This is an optimization exercise on Yosys and OpenROAD, whose aim is small area, a short achievable clock period and few clock cycles, not a production implementation. RTL that was checked went through simulation tests only; none was proved equivalent to the original. The RTL of run 2 was laid out without a check of its function. Power and IR drop assume default switching activity.

==> design/flow/design.v <==
module A(clk, reset, busA_in, busA);
    input clk, reset;
    input [31:0] busA_in;
    output reg [31:0]busA;
    always @(posedge clk or posedge reset)
        if (reset)
            busA <= 32'b0;
        else
            busA <= busA_in;
endmodule
module ALU( A_in,B_in,ALUOp,zero,OV,ALUOut,opcode);
  	input [31:0]A_in,B_in;
 	input [2:0]ALUOp;
 	input [5:0]opcode;
  	output [31:0]ALUOut;
  	output zero,OV;
	reg [31:0] ALUOut;
  	assign zero = (ALUOut==0)? 1:0;
  	assign OV = (opcode == 6'b001000)?((A_in[31]==0&&B_in[31]==0&&ALUOut[31]==1) || (A_in[31]==1&&B_in[31]==1&&ALUOut[31]==0)):0;  
	always@( ALUOp or A_in or B_in )
	begin
		case(ALUOp)
			3'b000: ALUOut = A_in + B_in;
			3'b001: ALUOut = A_in - B_in;
			3'b010: ALUOut = A_in | B_in;
			3'b011: ALUOut = A_in & B_in;
			3'b100: begin
            if (A_in[31]> B_in[31])
                ALUOut = 1;
            else
              	begin
                if(A_in[31] == B_in[31])
                 	begin
                    if(((A_in[31] == 0) && ( A_in < B_in )) ||(( A_in[31]==1) && (A_in < B_in)))
                      	ALUOut = 1;
                    else
                      	ALUOut = 0;
                  	end
                else
                  ALUOut = 0;
              	end
            end
          	default: ALUOut = 0;			
		endcase		
	end
endmodule
module ALUOut(clk,reset,ALUOut_in,ALUOut);
   input clk,reset;
   input [31:0] ALUOut_in;
   output reg [31:0]ALUOut;
   always @(posedge clk or posedge reset)
       if (reset)
           ALUOut <= 32'b0;
       else
           ALUOut <= ALUOut_in;
endmodule
module B(clk,reset,busB_in,busB);
    input clk,reset;
    input [31:0] busB_in;
    output reg [31:0]busB;
    always @(posedge clk or posedge reset)
        if (reset)
            busB <= 32'b0;
        else
            busB <= busB_in;
endmodule
module DR(clk,reset,dout_DM_in,dout_DM);
    input clk,reset;
    input [31:0]dout_DM_in;
    output [31:0]dout_DM;
    reg [31:0] dout_DM;
    always@(posedge clk or posedge reset)
        if (reset)
            dout_DM <= 32'b0;
        else
            dout_DM <= dout_DM_in;
endmodule
module EXT(imm, EXTop, imm_extend);
    input [1:0]EXTop;
    input [15:0]imm;
    output [31:0]imm_extend;
    assign imm_extend=(EXTop == 2'b00)? {16'h0000,imm[15:0]}:
           (EXTop == 2'b01)? {{16{imm[15]}},imm[15:0]}:
           (EXTop == 2'b10)? {imm[15:0],16'h0000}:{{14{imm[15]}},imm[15:0],2'b00};
endmodule
module GPR(clk ,reset, RegWr, rs, rt, rd, busW, busA, busB, OV);
    input clk , reset , RegWr , OV ; 
    input [4:0]rs,rt,rd;   
    input [31:0] busW; 
    output [31:0] busA ,busB;
    reg [31:0] Regs[31:0];
    assign busA = Regs[rs];
    assign busB = Regs[rt];
    always@( posedge clk or posedge reset) begin
       	if (reset) begin
            Regs [1]<=0; Regs [2]<=0; Regs [3]<=0; Regs [4]<=0;
            Regs [5]<=0; Regs [6]<=0; Regs [7]<=0; Regs [8]<=0;
            Regs [9]<=0; Regs [10]<=0; Regs [11]<=0; Regs [12]<=0;
            Regs [13]<=0; Regs [14]<=0; Regs [15]<=0; Regs [16]<=0;
         	Regs [17]<=0; Regs [18]<=0; Regs [19]<=0; Regs [20]<=0;
         	Regs [21]<=0; Regs [22]<=0; Regs [23]<=0; Regs [24]<=0;
         	Regs [25]<=0; Regs [26]<=0; Regs [27]<=0; Regs [28]<=32'h00001800;
         	Regs [29]<=32'h00002ffc; Regs [30]<=0; Regs [31]<=0; Regs [0]<=0;
       	end
		else if (RegWr) begin
            if (!OV) begin
                if (rd != 5'd0)
                    Regs[rd] <= busW;
            end
            else
                Regs[30] <= (Regs[30] & ~1) | (OV & 1);   
        end
   	end
endmodule
module IR(clk,reset,instruction_in,IRWr,instruction);
    input clk,reset,IRWr;
    input [31:0]instruction_in;
    output reg [31:0] instruction;
    always @(posedge clk or posedge reset)
        if (reset)
            instruction <= 32'b0;
        else if(IRWr)
            instruction <= instruction_in;
endmodule
module NPC(PC, imm, jr_PC, NPC, PC_Add4, zero, NPCOp);
    input zero;
    input [1:0]NPCOp;
    input [31:0] PC,jr_PC;
    input [25:0] imm;
    output [31:0] NPC, PC_Add4;
    wire [31:0] t0, t1, t2, t3, t1_temp;
    assign PC_Add4 = PC;
    assign NPC = (NPCOp == 2'b11)? t3:
           ((NPCOp == 2'b01) && zero)? t1:
           (NPCOp == 2'b10)? t2:t0;
    assign t0 = PC + 4;  
    assign t1_temp = {{14{imm[15]}},imm[15:0],2'b00};  
    assign t1 = PC + t1_temp;  
    assign t2 = {PC_Add4[31:28],imm[25:0],2'b00};  
    assign t3 = jr_PC;  
endmodule
module PC(clk,reset,npc,pc,PCwr);
    input clk,reset,PCwr;
    input [31:0]npc;
    output [31:0]pc;
    reg [31:0]pc;
    always@(posedge clk or posedge reset) begin
        if(reset)
            pc <= 32'h0000_3000;
        else
            if(PCwr)
                pc <= npc;
    end
endmodule
module lb(DMin,LBout);
    input [31:0]DMin;
    output [31:0]LBout;
    assign LBout = {{24{DMin[7]}},DMin[7:0]};
endmodule
module sb(busB,dout_DM,SBout);
    input [31:0]busB,dout_DM;
    output [31:0]SBout;
    assign SBout={dout_DM[31:8],busB[7:0]};
endmodule
module controller(clk,reset,opcode,funct,PCWr,IRWr,GPRWr,DMWr,Bsel,EXTop,ALUOp,NPCop,WDsel,GPRsel,zero,sb_sel,lb_sel);
    input clk,reset,zero;
    input [5:0]opcode,funct;
    output PCWr,IRWr,GPRWr,DMWr,Bsel,sb_sel,lb_sel;
    output [1:0] EXTop,NPCop,WDsel,GPRsel;
    output [2:0]ALUOp;
    reg [3:0]FSM;
    wire addu,subu,ori,lw,sw,beq,j,lui,addi,addiu,slt,jal,jr,sb,lb;
    wire t0,t1,t2,t3,t4,t5,t6,t7,t8,t9;
    parameter s0=4'b0000,s1=4'b0001,s2=4'b0010,s3=4'b0011,s4=4'b0100,s5=4'b0101,s6=4'b0110,s7=4'b0111,s8=4'b1000,s9=4'b1001;
    assign addu=(opcode==6'b000000&&funct==6'b100001)?1:0;
    assign subu=(opcode==6'b000000&&funct==6'b100011)?1:0;
    assign slt =(opcode==6'b000000&&funct==6'b101010)?1:0;
    assign jr = (opcode==6'b000000&&funct==6'b001000)?1:0;
    assign addiu=(opcode==6'b001001)?1:0;
    assign addi=(opcode==6'b001000)?1:0;
    assign ori=(opcode==6'b001101)?1:0;
    assign beq=(opcode==6'b000100)?1:0;
    assign lui=(opcode==6'b001111)?1:0;
    assign jal=(opcode==6'b000011)?1:0;
    assign lw=(opcode==6'b100011)?1:0;  
    assign sw=(opcode==6'b101011)?1:0;
    assign lb=(opcode==6'b100000)?1:0;
    assign sb=(opcode==6'b101000)?1:0;
    assign j=(opcode==6'b000010)?1:0;
    always @(posedge clk or posedge reset) begin
        if(reset) 
            FSM<=s0;
        else begin
            case(FSM)
                s0:
                    FSM<=s1;
                s1:
                case(opcode)
                    6'b100011:
                        FSM<=s2; 
                    6'b100000:
                        FSM<=s2; 
                    6'b101000:
                        FSM<=s2; 
                    6'b101011:
                        FSM<=s2; 
                    6'b000000:
                        FSM<=s6; 
                    6'b001101:
                        FSM<=s6; 
                    6'b001111:
                        FSM<=s6; 
                    6'b001000:
                        FSM<=s6; 
                    6'b001001:
                        FSM<=s6; 
                    6'b000100:
                        FSM<=s8; 
                    6'b000010:
                        FSM<=s9; 
                    6'b000011:
                        FSM<=s9; 
                endcase
                s2:
                case(opcode)
                    6'b100011:
                        FSM<=s3; 
                    6'b100000:
                        FSM<=s3; 
                    6'b101000:
                        FSM<=s5; 
                    6'b101011:
                        FSM<=s5; 
                endcase
                s3:
                    FSM<=s4; 
                s4:
                    FSM<=s0; 
                s5:
                    FSM<=s0; 
                s6:
                    FSM<=s7; 
                s7:
                    FSM<=s0; 
                s8:
                    FSM<=s0; 
                s9:
                    FSM<=s0; 
            endcase
        end
    end
    assign t0=(~FSM[3])&&(~FSM[2])&&(~FSM[1])&&(~FSM[0]);  
    assign t1=(~FSM[3])&&(~FSM[2])&&(~FSM[1])&&( FSM[0]);  
    assign t2=(~FSM[3])&&(~FSM[2])&&( FSM[1])&&(~FSM[0]);  
    assign t3=(~FSM[3])&&(~FSM[2])&&( FSM[1])&&( FSM[0]);  
    assign t4=(~FSM[3])&&( FSM[2])&&(~FSM[1])&&(~FSM[0]);  
    assign t5=(~FSM[3])&&( FSM[2])&&(~FSM[1])&&( FSM[0]);  
    assign t6=(~FSM[3])&&( FSM[2])&&( FSM[1])&&(~FSM[0]);  
    assign t7=(~FSM[3])&&( FSM[2])&&( FSM[1])&&( FSM[0]);  
    assign t8=( FSM[3])&&(~FSM[2])&&(~FSM[1])&&(~FSM[0]);  
    assign t9=( FSM[3])&&(~FSM[2])&&(~FSM[1])&&( FSM[0]);  
    assign PCWr=t0||(t8&&zero)||t9||(jr&&t7);
    assign IRWr=t0;
    assign GPRWr=((lw||lb)&&t4)||((addu||subu||ori||lui||addi||addiu||slt)&&t7)||(jal&&t9);
    assign DMWr=(sw||sb)&&t5;
    assign EXTop[0]=((sw||sb)&&(t1||t2||t5))||((lw||lb)&&(t1||t2||t3||t4))||((addi||addiu)&&(t1||t6||t7));
    assign EXTop[1]=(lui&&(t1||t6||t7));
    assign Bsel=((addi||addiu||ori||lui)&&(t1||t6||t7))||((sw||sb)&&(t1||t2||t5))||((lw||lb)&&(t1||t2||t3||t4));
    assign ALUOp[0]=(subu&&(t1||t6||t7))||(beq&&(t1||t8));
    assign ALUOp[1]=((ori||lui)&&(t1||t6||t7));
    assign ALUOp[2]=(slt&&(t1||t6||t7));
    assign WDsel[0]=((lw||lb)&&(t1||t2||t3||t4));
    assign WDsel[1]=(jal&&(t1||t9));
    assign GPRsel[0]=((ori||addi||addiu||lui)&&(t1||t6||t7))||((lw||lb)&&(t1||t2||t3||t4));
    assign GPRsel[1]=(jal&&(t1||t9));
    assign NPCop[0]=(beq&&(t1||t8))||(jr&&(t1||t6||t7));
    assign NPCop[1]=((j||jal)&&(t1||t9))||(jr&&(t1||t6||t7));
    assign lb_sel=(lb&&(t1||t2||t3||t4));
    assign sb_sel=(sb&&(t1||t2||t5));
endmodule
module mips(clk,reset,imem_addr,imem_rdata,dmem_addr,dmem_wdata,dmem_we,dmem_rdata);
    input clk;
    input reset;
    output [9:0] imem_addr;
    input [31:0] imem_rdata;
    output [9:0] dmem_addr;
    output [31:0] dmem_wdata;
    output dmem_we;
    input [31:0] dmem_rdata;
    wire [31:0] busA, busA_in;
    wire [31:0] busB, busB_in;
    wire [31:0] imm_extend;
    wire [31:0] ALUout,ALUout_in;
    wire [31:0] dout;
    wire [31:0] instruction;
    wire [31:0] busW;
    wire [31:0] PC;
    wire [31:0] NPC;
    wire [31:0] PC_add4;
    wire PCwr, IRwr, DMwr, GPRwr, Bsel, zero, ov, sb_sel, lb_sel;
    wire [2:0] ALUOp;
    wire [1:0] NPCop,EXTop,WDsel,GPRsel;
    wire [4:0] rd;
    wire [31:0] B;
    wire [31:0] DM_RD, SBout, LBout;
    wire [31:0] dout_DM, dout_DM_in;
    wire [31:0] din;
    assign rd=(GPRsel==2'b00)?instruction[15:11]:(GPRsel==2'b01)?instruction[20:16]:(GPRsel==2'b10)?31:0;
    assign busW=(WDsel==2'b00)?ALUout:(WDsel==2'b01)?dout_DM:(WDsel==2'b10)?PC_add4:0;
    assign B=(Bsel==0)?busB:imm_extend;
    assign din=(sb_sel)?SBout:busB;
    assign dout_DM_in=(lb_sel)?LBout:DM_RD;
    PC PC1(clk,reset,NPC,PC,PCwr);
    assign imem_addr = PC[9:0];
    assign dout = imem_rdata;
    IR IR1(clk,reset,dout,IRwr,instruction);
    controller controller1(clk,reset,instruction[31:26],instruction[5:0],PCwr,IRwr,GPRwr,DMwr,Bsel,EXTop,ALUOp,NPCop,WDsel,GPRsel,zero,sb_sel,lb_sel);
    NPC NPC1(PC,instruction[25:0],busA,NPC,PC_add4,zero,NPCop);
    GPR GPR1(clk,reset,GPRwr,instruction[25:21],instruction[20:16],rd,busW,busA_in,busB_in,ov);
    A A1(clk,reset,busA_in,busA);
    B B1(clk,reset,busB_in,busB);
    EXT EXT1(instruction[15:0],EXTop,imm_extend);
    ALU ALU1(busA,B,ALUOp,zero,ov,ALUout_in,instruction[31:26]);
    ALUOut ALUout1(clk,reset,ALUout_in,ALUout);
    assign dmem_addr = ALUout[9:0];
    assign dmem_wdata = din;
    assign dmem_we = DMwr;
    assign DM_RD = dmem_rdata;
    sb sb1(busB,DM_RD,SBout);
    lb lb1(DM_RD,LBout);
    DR DR1(clk,reset,dout_DM_in,dout_DM);
endmodule
==> design/flow/run.sh <==
#!/bin/bash
# synth_recipe.tcl (not shown) runs the flow's synth.tcl, then flattens the netlist and writes it again
# the make line also repeats each setting of config.mk as NAME=value (left out here)
make -C /OpenROAD-flow-scripts/flow DESIGN_CONFIG=/design/flow/config.mk WORK_HOME=/design/flow/orfs CLKGATE_MAP_FILE= SYNTH_SCRIPT=/design/flow/synth_recipe.tcl finish
==> design/flow/config.mk <==
export PLATFORM = sky130hd
export DESIGN_NAME = mips
export DESIGN_NICKNAME = mips
export VERILOG_FILES = /design/flow/design.v
export SDC_FILE = /design/flow/constraint.sdc
export NUM_CORES = 4
export LEC_CHECK = 0
export CAP_MARGIN = 20
export CORE_MARGIN = 2
export CORE_UTILIZATION = 40
export SLEW_MARGIN = 20
==> design/flow/constraint.sdc <==
create_clock -name core_clock -period 10.0 [get_ports {clk}]
set_input_delay 2.0000 -clock core_clock [delete_from_list [all_inputs] [get_ports {clk}]]
set_output_delay 2.0000 -clock core_clock [all_outputs]
set_load 0.01 [all_outputs]
==> results.py, run 1 <==
metrics = {
    "worst_setup_path": {
        "worstReg2RegEnd": "PC1.pc[6]$_DFFE_PP0P_",
        "critPathMaxFanout": 25,
        "cp_top_family": "compound AO/OA/AOI/OAI gates",
        "rrSetupSlack_ns": 1.31,
        "cp_num_buf_inv": 5,
        "rr_worst_depth": 28,
        "critPathSlowestCell": "a311oi_1",
        "crit_cells": 28,
        "critPathKind": "flop to flop",
        "crit_path_start_kind": "flop",
        "reg2reg_from": "IR1.instruction[27]$_DFFE_PP0P_",
        "critPathRequiredTime_ns": 10.66,
        "cpPeakStageDelay_ns": 0.84,
        "cp-startpoint": "IR1.instruction[27]$_DFFE_PP0P_",
        "crit_end": "PC1.pc[6]$_DFFE_PP0P_",
        "endpoint_kind": "flop",
        "arrival_ns": 9.35,
    },
    "detailed_routing": {
        "routedWlPerCell_um": 37.1,
        "drc": 0,
        "vias": 62256,
        "viasPerCell": 7.03,
        "final_antenna_net_count": 0,
        "routed_wl_um": 328000,
        "dr.pass1.iters": 12,
        "drtIter0Drc": 10480,
    },
    "timing": {
        "setup_viol": 0,
        "hold_viol_final": 0,
        "post-route-period-util": 0.869,
        "rsz0062_at_grt": "false",
        "period_minus_slack_ns": 8.69,
        "tns_ns": 0,
        "relSlewSlack": 0.152,
        "worst_pin_slew_ns": 1.27,
        "drv_slew": 0,
        "max_freq_mhz": 115,
        "clock_skew_ns": 0.0429,
    },
    "synthesis": {
        "synth_cell_types": 92,
        "yosysMostFrequentCell": "dfrtp_1",
        "yosys.area.top_type": "dfrtp_1",
        "synthTopCellsByCount": "dfrtp_1 (1205), nor2_1 (942), a21oi_1 (920)",
        "synth_top_family_by_area": "compound AO/OA/AOI/OAI gates",
        "synth_nets": 7100,
        "synth_cells": 6905,
        "synth-xor-area-share": 0.00909,
        "synth_compound_area_frac": 0.276,
        "synth.area.top_cells": "dfrtp_1 (47%), a21oi_1 (7.2%), nor2_1 (5.6%), a22o_1 (4.9%), a221oi_1 (4.4%)",
        "synth_mux_area_frac": 0.0193,
        "async_flop_share": 1.00,
        "syn-mean-instance-area_um2": 9.21,
        "synth-adder-area-share": 0.0257,
        "synth_ff_type": "dfrtp_1",
        "synth_area_um2": 63600,
        "synth-simple-area-share": 0.139,
        "synth_top_area_share": 0.474,
        "yosysWarnings": 10,
        "ys_seq_area_frac": 0.480,
        "ys_ff_latch": 1220,
        "synth_edf_count": 0,
    },
    "floorplanning": {
        "start_util": 0.402,
        "die_h_um": 403,
        "placementRows": 146,
        "io_pins": 119,
        "dieArea_um2": 162000,
        "core_region_area_um2": 158000,
        "die_w_um": 403,
    },
    "clocking": {
        "post_cts_buffers": 0,
        "numCtsBuffers": 133,
        "cts_root_buffer": "clkbuf_16",
        "clk_pin_slew_worst_paths_ns": 0.06,
        "clkLatencyLatePin_ns": 0.81,
        "cts.sinks": 1220,
        "cts_max_level": 4,
        "tritoncts": "built",
        "post_cts_resized": 0,
        "cts_buffer_depth": 3,
        "hold_buffers": 0,
    },
    "global_route": {
        "grt.total_usage": 0.394,
        "grt.overflow.total": 0,
        "grt_antenna_before_repair": 20,
        "grt_max_degree": 188,
        "grt_pass1_wl_um": 453000,
        "grt_pass1_vias": 57899,
    },
    "place": {
        "routabilityCongestion": 0.982,
        "placed_area_um2": 67000,
        "hpwl_um": 186000,
        "place_inst": 8602,
        "port_buffers": 118,
    },
    "cells_and_area": {
        "syn2layout_area_growth_pct": 12.7,
        "final_area_um2": 71700,
        "layoutNonFillerInstCount": 8856,
        "nets": 6863,
        "drive_gt1_frac": 0.0997,
        "fillCellCount": 15166,
    },
    "power_and_ir_drop": {
        "combPwrFrac": 0.383,
        "swShare": 0.438,
        "p_seq_frac": 0.336,
        "clock_power_share": 0.281,
        "p_switching_mw": 8.12,
        "power_mw": 18.5,
        "max-vdd-ir-drop_mv": 0.190,
        "power_density_nw_per_um2": 259,
        "p_leak_nw": 31.2,
        "p_int_mw": 10.4,
    },
    "status": {
        "status": "finished clean",
    },
    "run": {
        "drv_cap": 0,
    },
    "min_path": {
        "hold_class": "flop to flop",
    },
}
-- worst register-to-register path, delay by kind of cell, from the launching register on --
family,cells,cell delay (ns)
compound gates,10,3.05
fa+ha+maj,1,0.58
buf+inv,5,1.35
flops,1,0.35
mux,2,0.53
simple gates,10,2.71
-- metal layers --
metal	track usage	vias up	routed length (µm)	share of wire
met4	0.276	34	30200	0.092
met3	0.181	1856	50500	0.15
li1	-	24965	-	-
met2	0.545	5417	130000	0.40
met1	0.482	29984	117000	0.36
met5	0.0247	-	494	0.0015
-- worst min-delay path by stage --
stage,start,to,slack [ns],cells past startpoint
floorplan,GPR1.Regs[0][0]$_DFFE_PP0P_,GPR1.Regs[0][0]$_DFFE_PP0P_,0.45,1
global placement,GPR1.Regs[0][11]$_DFFE_PP0P_,GPR1.Regs[0][11]$_DFFE_PP0P_,0.39,0
detailed placement,GPR1.Regs[0][27]$_DFFE_PP0P_,GPR1.Regs[0][27]$_DFFE_PP0P_,0.39,0
CTS,GPR1.Regs[0][2]$_DFFE_PP0P_,GPR1.Regs[0][2]$_DFFE_PP0P_,0.41,0
global route,GPR1.Regs[0][19]$_DFFE_PP0P_,GPR1.Regs[0][19]$_DFFE_PP0P_,0.42,0
finish,GPR1.Regs[0][27]$_DFFE_PP0P_,GPR1.Regs[0][27]$_DFFE_PP0P_,0.41,0
-- sequential cells by signal, summed over array words and instances (netlist names) --
signal	flops
DR1.dout_DM	32
PC1.pc	32
controller1.FSM	4
IR1.instruction	32
ALUout1.ALUOut	32
A1.busA	32
B1.busB	32
GPR1.Regs	1024
-- through the flow --
stage / setup WS, ns / util / hold WS (ns)
floorplan: -8.84 / - / 0.452
global placement: 1.90 / 0.424 / 0.388
detailed placement: 1.76 / 0.424 / 0.392
CTS: 1.73 / 0.452 / 0.406
global route: 0.994 / 0.453 / 0.416
finish: 1.31 / 0.453 / 0.406
-- layout make-up --
| type | instances | area [µm²] | share of cell area |
|---|---|---|---|
| clock buffer | 196 | 3930 | 0.0549 |
| clock inverter | 44 | 569 | 0.00795 |
| multi-input combinational | 4888 | 30600 | 0.428 |
| antenna | 11 | 27.5 | 0.000384 |
| inverter | 118 | 447 | 0.00623 |
| tap | 2072 | 2590 | 0.0362 |
| timing repair buffer | 307 | 2900 | 0.0404 |
| sequential | 1220 | 30500 | 0.426 |
-- cell families after synthesis --
group           Yosys count
flops                  1220
simple gates           1972
mux                     112
xor+xnor                 66
compound gates         2609
buf+inv                 797
fa+ha+maj               129
-- layout by cell type (no fill, tap or decap), types with 39 or more instances in the layout --
| cell | count |
|---|---|
| a22o_1 | 353 |
| inv_1 | 116 |
| clkdlybuf4s50_1 | 118 |
| mux2_2 | 70 |
| nand4_1 | 156 |
| dfrtp_1 | 1205 |
| clkbuf_16 | 140 |
| buf_4 | 167 |
| o32a_1 | 64 |
| nand3_1 | 119 |
| xnor2_1 | 39 |
| nand2_1 | 504 |
| nor2_1 | 874 |
| a22oi_1 | 330 |
| a221oi_1 | 323 |
| ha_1 | 126 |
| nor2_4 | 67 |
| a21oi_1 | 888 |
| o21ai_0 | 346 |
-- power groups by stage --
stage | combinational [mW] | clock, mW | sequential, mW
6_report | 7.09 | 5.21 | 6.22
4_1_cts | 6.68 | 5.20 | 6.20
2_1_floorplan | 4.03 | 0 | 5.90
5_1_grt | 7.25 | 5.40 | 6.27
3_5_place_dp | 6.65 | 0 | 6.28
3_3_place_gp | 6.64 | 0 | 6.28
Testbench counts, summed over its fixed seeds: cycles 140,804.
==> run 2: changes to the inputs <==
==> design/flow/design.v (replaced) <==
module GPR(clk, reset, we, waddr, wdata, ov_set, rs, rt, busA, busB);
    input clk, reset, we, ov_set;
    input [4:0] waddr, rs, rt;
    input [31:0] wdata;
    output [31:0] busA, busB;
    wire [1023:0] q;      
    wire [31:0] v;        
    assign q[31:0] = 32'b0;
    assign v[0] = 1'b1;
    genvar i;
    generate
        for (i = 1; i < 32; i = i + 1) begin : r
            if (i == 30) begin : rst
                reg [31:0] d;
                always @(posedge clk or posedge reset) begin
                    if (reset)
                        d <= 32'b0;
                    else begin
                        if (we && waddr == 5'd30)
                            d[31:1] <= wdata[31:1];
                        if ((we && waddr == 5'd30) || ov_set)
                            d[0] <= wdata[0] | ov_set;
                    end
                end
                assign q[32*i +: 32] = d;
                assign v[i] = 1'b1;
            end else begin : plain
                reg [31:0] d;
                reg val;
                always @(posedge clk)
                    if (we && waddr == i)
                        d <= wdata;
                always @(posedge clk or posedge reset)
                    if (reset)
                        val <= 1'b0;
                    else if (we && waddr == i)
                        val <= 1'b1;
                assign q[32*i +: 32] = d;
                assign v[i] = val;
            end
        end
    endgenerate
    function [31:0] init_val;
        input [4:0] a;
        init_val = (a == 5'd28) ? 32'h00001800 :
                   (a == 5'd29) ? 32'h00002ffc : 32'b0;
    endfunction
    wire [31:0] qa = q[32*rs +: 32];
    wire [31:0] qb = q[32*rt +: 32];
    wire va = v[rs];
    wire vb = v[rt];
    assign busA = va ? qa : init_val(rs);
    assign busB = vb ? qb : init_val(rt);
endmodule
module mips(clk,reset,imem_addr,imem_rdata,dmem_addr,dmem_wdata,dmem_we,dmem_rdata);
    input clk;
    input reset;
    output [9:0] imem_addr;
    input [31:0] imem_rdata;
    output [9:0] dmem_addr;
    output [31:0] dmem_wdata;
    output dmem_we;
    input [31:0] dmem_rdata;
    reg [31:0] pc;
    reg [31:0] ir;
    wire [5:0] op = ir[31:26];
    wire [4:0] rs = ir[25:21];
    wire [4:0] rt = ir[20:16];
    wire [4:0] rd = ir[15:11];
    wire [5:0] fn = ir[5:0];
    wire [15:0] imm = ir[15:0];
    wire [31:0] se = {{16{imm[15]}}, imm};
    wire mem    = op[5];
    wire store  = op[5] & op[3];
    wire load   = op[5] & ~op[3];
    wire word   = op[0];                         
    wire itype  = ~op[5] & op[3];                
    wire logic_i = op[2];                        
    wire is_lui = op[1];                         
    wire addi   = itype & ~op[2] & ~op[0];
    wire rtype  = ~op[5] & ~op[3] & ~op[2] & ~op[1];
    wire alu_r  = rtype & fn[5];                 
    wire jr     = rtype & ~fn[5] & fn[3];
    wire beq    = ~op[5] & ~op[3] & op[2];
    wire jmp    = ~op[5] & ~op[3] & ~op[2] & op[1];   
    wire jal    = jmp & op[0];
    wire sub    = fn[1];                         
    wire slt    = fn[3];                         
    wire [31:0] a, b;
    wire we;
    wire [4:0] waddr;
    wire [31:0] wdata;
    wire ov_set;
    GPR GPR1(.clk(clk), .reset(reset), .we(we), .waddr(waddr), .wdata(wdata),
             .ov_set(ov_set), .rs(rs), .rt(rt), .busA(a), .busB(b));
    wire [31:0] bop = alu_r ? (sub ? ~b : b) : se;
    wire [31:0] sum = a + bop + {31'b0, alu_r & sub};
    wire ov = (a[31] == se[31]) & (sum[31] != a[31]);
    wire lt = (a[31] != b[31]) ? a[31] : sum[31];
    wire [31:0] pc4 = pc + 32'd4;
    wire [31:0] load_val = word ? dmem_rdata : {{24{dmem_rdata[7]}}, dmem_rdata[7:0]};
    wire [31:0] logic_val = is_lui ? {imm, 16'b0} : (a | {16'b0, imm});
    wire [31:0] add_val = (addi & ov) ? b : sum;
    assign wdata = load   ? load_val :
                   jal    ? pc4 :
                   (itype & logic_i) ? logic_val :
                   (alu_r & slt) ? {31'b0, lt} :
                   add_val;
    assign we = load | jal | itype | alu_r;
    assign waddr = jal ? 5'd31 : rtype ? rd : rt;
    assign ov_set = addi & ov;
    wire [9:0] maddr = a[9:0] + imm[9:0];
    assign dmem_addr = maddr;
    assign dmem_we = store;
    assign dmem_wdata = {word ? b[31:8] : dmem_rdata[31:8], b[7:0]};
    wire taken = beq & (a == b);
    wire [31:0] btarget = pc4 + {se[29:0], 2'b00};
    wire [31:0] jtarget = {pc4[31:28], ir[25:0], 2'b00};
    wire [31:0] npc = jr ? a : taken ? btarget : jmp ? jtarget : pc4;
    assign imem_addr = npc[9:0];
    always @(posedge clk or posedge reset) begin
        if (reset) begin
            pc <= 32'h00002ffc;
            ir <= 32'b0;
        end else begin
            pc <= npc;
            ir <= imem_rdata;
        end
    end
endmodule
==> results.py, run 2 <==
metrics = {
    "detailed_routing": {
        "routed_wl_um": 221000,
        "routedWlPerCell_um": 36.0,
        "viasPerCell": 6.69,
        "dr.pass1.iters": 7,
        "vias": 40948,
        "drc": 0,
        "drtIter0Drc": 6240,
        "final_antenna_net_count": 0,
    },
    "power_and_ir_drop": {
        "max-vdd-ir-drop_mv": 0.133,
        "power_density_nw_per_um2": 200,
        "power_mw": 13.2,
        "p_leak_nw": 22.4,
    },
    "cells_and_area": {
        "final_area_um2": 66200,
        "largest_reg_flops": 960,
        "layout_common_cells": "edfxtp_1 (960), mux4_2 (427), nand2_1 (204)",
        "largestRegisters": "GPR1.r.plain.d x960, GPR1.r.rst.d x32, pc x32",
        "layout_commonest_cell": "edfxtp_1",
        "syn2layout_area_growth_pct": 13.3,
        "nets": 4252,
        "fillCellCount": 12822,
        "top_register": "GPR1.r.plain.d",
        "drive_gt1_frac": 0.260,
    },
    "floorplanning": {
        "io_pins": 119,
        "die_w_um": 386,
        "start_util": 0.402,
        "placementRows": 140,
        "dieArea_um2": 149000,
        "die_h_um": 386,
        "core_region_area_um2": 145000,
    },
    "place": {
        "hpwl_um": 142000,
        "port_buffers": 117,
        "dp_slack_ns": 1.66,
        "placed_area_um2": 62200,
        "routabilityCongestion": 0.945,
    },
    "synthesis": {
        "synth_area_um2": 58400,
        "synth.area.top_cells": "edfxtp_1 (49%), mux4_2 (16%), dfrtp_1 (4.9%), mux2i_1 (2.8%), mux2_2 (2.4%)",
        "yosys.area.top_type": "edfxtp_1",
        "yosysWarnings": 2,
        "synth_cells": 3963,
        "synth_edf_count": 960,
        "async_flop_share": 0.115,
        "synth_ff_type": "edfxtp_1",
        "yosysMostFrequentCell": "edfxtp_1",
        "synthTopCellsByCount": "edfxtp_1 (960), mux4_2 (427), nor2_1 (217)",
        "synth_cell_types": 96,
        "syn-mean-instance-area_um2": 14.7,
        "synth_nets": 4112,
        "synth_top_area_share": 0.494,
        "ys_ff_latch": 1085,
        "ys_seq_area_frac": 0.547,
    },
    "timing": {
        "hold_viol_final": 0,
        "setup_ws_ns": 0.636,
        "worst_pin_slew_ns": 1.27,
        "clock_skew_ns": 0.0742,
        "rsz0062_at_grt": "false",
        "tns_ns": 0,
        "post-route-period-util": 0.936,
        "period_minus_slack_ns": 9.36,
        "fin_hold_ws_ns": 0.485,
        "relSlewSlack": 0.149,
        "setup_viol": 0,
        "max_freq_mhz": 107,
        "drv_slew": 0,
    },
    "worst_setup_path": {
        "crit_end": "imem_addr[4]",
        "endpoint_kind": "output port",
        "reg2reg_from": "ir[20]$_DFF_PP0_",
        "rrSetupSlack_ns": 1.56,
        "rr_worst_depth": 20,
        "critPathKind": "flop to output port",
        "critPathMaxFanout": 35,
        "critPathRequiredTime_ns": 8.00,
        "cp-startpoint": "ir[20]$_DFF_PP0_",
        "arrival_ns": 7.36,
        "worstReg2RegEnd": "GPR1.r[30].rst.d[14]$_DFFE_PP0P_",
        "crit_path_start_kind": "flop",
    },
    "global_route": {
        "grt_max_degree": 93,
        "grt.overflow.total": 0,
        "grt_pass1_vias": 40164,
        "grt.total_usage": 0.294,
        "grt_antenna_before_repair": 10,
        "grt_pass1_wl_um": 308000,
    },
    "clocking": {
        "hold_buffers": 0,
        "cts_root_buffer": "clkbuf_16",
        "cts_max_level": 3,
        "post_cts_resized": 0,
        "tritoncts": "built",
        "clkLatencyLatePin_ns": 0.77,
        "cts_buffer_depth": 3,
        "numCtsBuffers": 112,
        "clk_pin_slew_worst_paths_ns": 0.06,
        "post_cts_buffers": 0,
        "cts.sinks": 1085,
    },
    "status": {
        "status": "finished clean",
    },
    "run": {
        "drv_cap": 0,
    },
    "min_path": {
        "hold_class": "flop to flop",
    },
}
run 2: worst min path at each step:
stage / startpoint / to / cells past startpoint
after floorplan: GPR1.r[20].plain.val$_DFFE_PP0P_ / GPR1.r[20].plain.val$_DFFE_PP0P_ / 1
after global placement: GPR1.r[19].plain.val$_DFFE_PP0P_ / GPR1.r[19].plain.val$_DFFE_PP0P_ / 1
after detailed placement: GPR1.r[17].plain.val$_DFFE_PP0P_ / GPR1.r[17].plain.val$_DFFE_PP0P_ / 1
after CTS: GPR1.r[17].plain.val$_DFFE_PP0P_ / GPR1.r[17].plain.val$_DFFE_PP0P_ / 1
after global routing: GPR1.r[7].plain.val$_DFFE_PP0P_ / GPR1.r[7].plain.val$_DFFE_PP0P_ / 1
final: GPR1.r[17].plain.val$_DFFE_PP0P_ / GPR1.r[17].plain.val$_DFFE_PP0P_ / 1
run 2: cell families (layout without fill, tap and decap cells):
kind of cell,after synthesis,after routing,share of synthesized area
DFF,1085,1085,0.547
and+or+nand+nor,799,799,0.0673
AOI/OAI and AO/OA,782,782,0.0933
muxes,718,718,0.218
buffers and inverters,360,599,0.0351
xor gates and xnor gates,136,136,0.0204
adders and majority gates,83,83,0.0183
other,0,3,0
run 2: layer usage:
metal  part of all wire  up-vias  GRT usage  routed length (µm)
met3               0.13      609     0.0894               28400
li1                   -    16357          -                   -
met4              0.055        8      0.135               12100
met1               0.38    21216      0.392               83000
met2               0.44     2758      0.441               97000
met5            0.00040        -          0                  88
run 2: final cells by class:
cell class	instances	area [µm²]	share of cell area
Sequential cell	1085	32000	0.483
Multi-Input combinational cell	2518	24800	0.375
Clock buffer	144	3090	0.0466
Timing Repair Buffer	307	2720	0.0411
Tap cell	1917	2400	0.0362
Clock inverter	69	835	0.0126
Inverter	79	302	0.00456
Antenna cell	3	7.51	0.000113
run 2: through the flow:
step | std cells | util
after floorplan | 3963 | -
after global placement | 5905 | 0.428
after detailed placement | 5905 | 0.428
after CTS | 6118 | 0.455
after global routing | 6119 | 0.455
final | 6122 | 0.455
run 2: critical path: stages (launching register included):
cell	delay [ns]
dfrtp_2	0.95
buf_4	0.63
or3_1	0.67
a221o_1	0.21
o21ai_0	0.11
nor4_2	0.88
mux2_2	0.42
xnor2_1	0.16
nand3_1	0.17
or4_4	0.55
and4bb_4	0.51
nor3_1	0.07
o32ai_1	0.45
clkdlybuf4s50_1	0.76
run 2: power by group:
group / total, mW / switching (mW) / internal, mW / leakage, nW
clock: 4.50 / 1.90 / 2.60 / 1.91
sequential: 5.68 / 0.185 / 5.49 / 10.1
combinational: 3.07 / 1.93 / 1.15 / 10.4
total: 13.2 / 4.01 / 9.23 / 22.4

## what the ideal ports hide
The results above use ideal ports. As a check the final layouts listed here were re-extracted and re-timed, cells and wires unchanged. Step 1, drivers: a clkbuf_16 drives clk and a buf_2 each remaining input, both assumed. Step 2 adds t to the input delays and takes it off the output delays; t is the mean of the earliest and latest rising clock arrival at the registers after step 1. Input paths then give back, and output paths get back, about the clock's delay inside the block. Three values: ideal, step 1, step 2; two values: the first two.
run | shift t [ns] | setup WS [ns] | hold WS [ns] | worst register clock-pin slew, ns | pins driven straight from the clock port
run 1 | 0.869 | 1.311 / 1.311 / 1.311 | 0.406 / 0.406 / 0.406 | 0.07 / 0.07 | 1
run 2 | 0.822 | 0.636 / 0.552 / 1.374 | 0.485 / 0.485 / 0.485 | 0.07 / 0.07 | 1
After both steps every run listed still meets setup and hold.
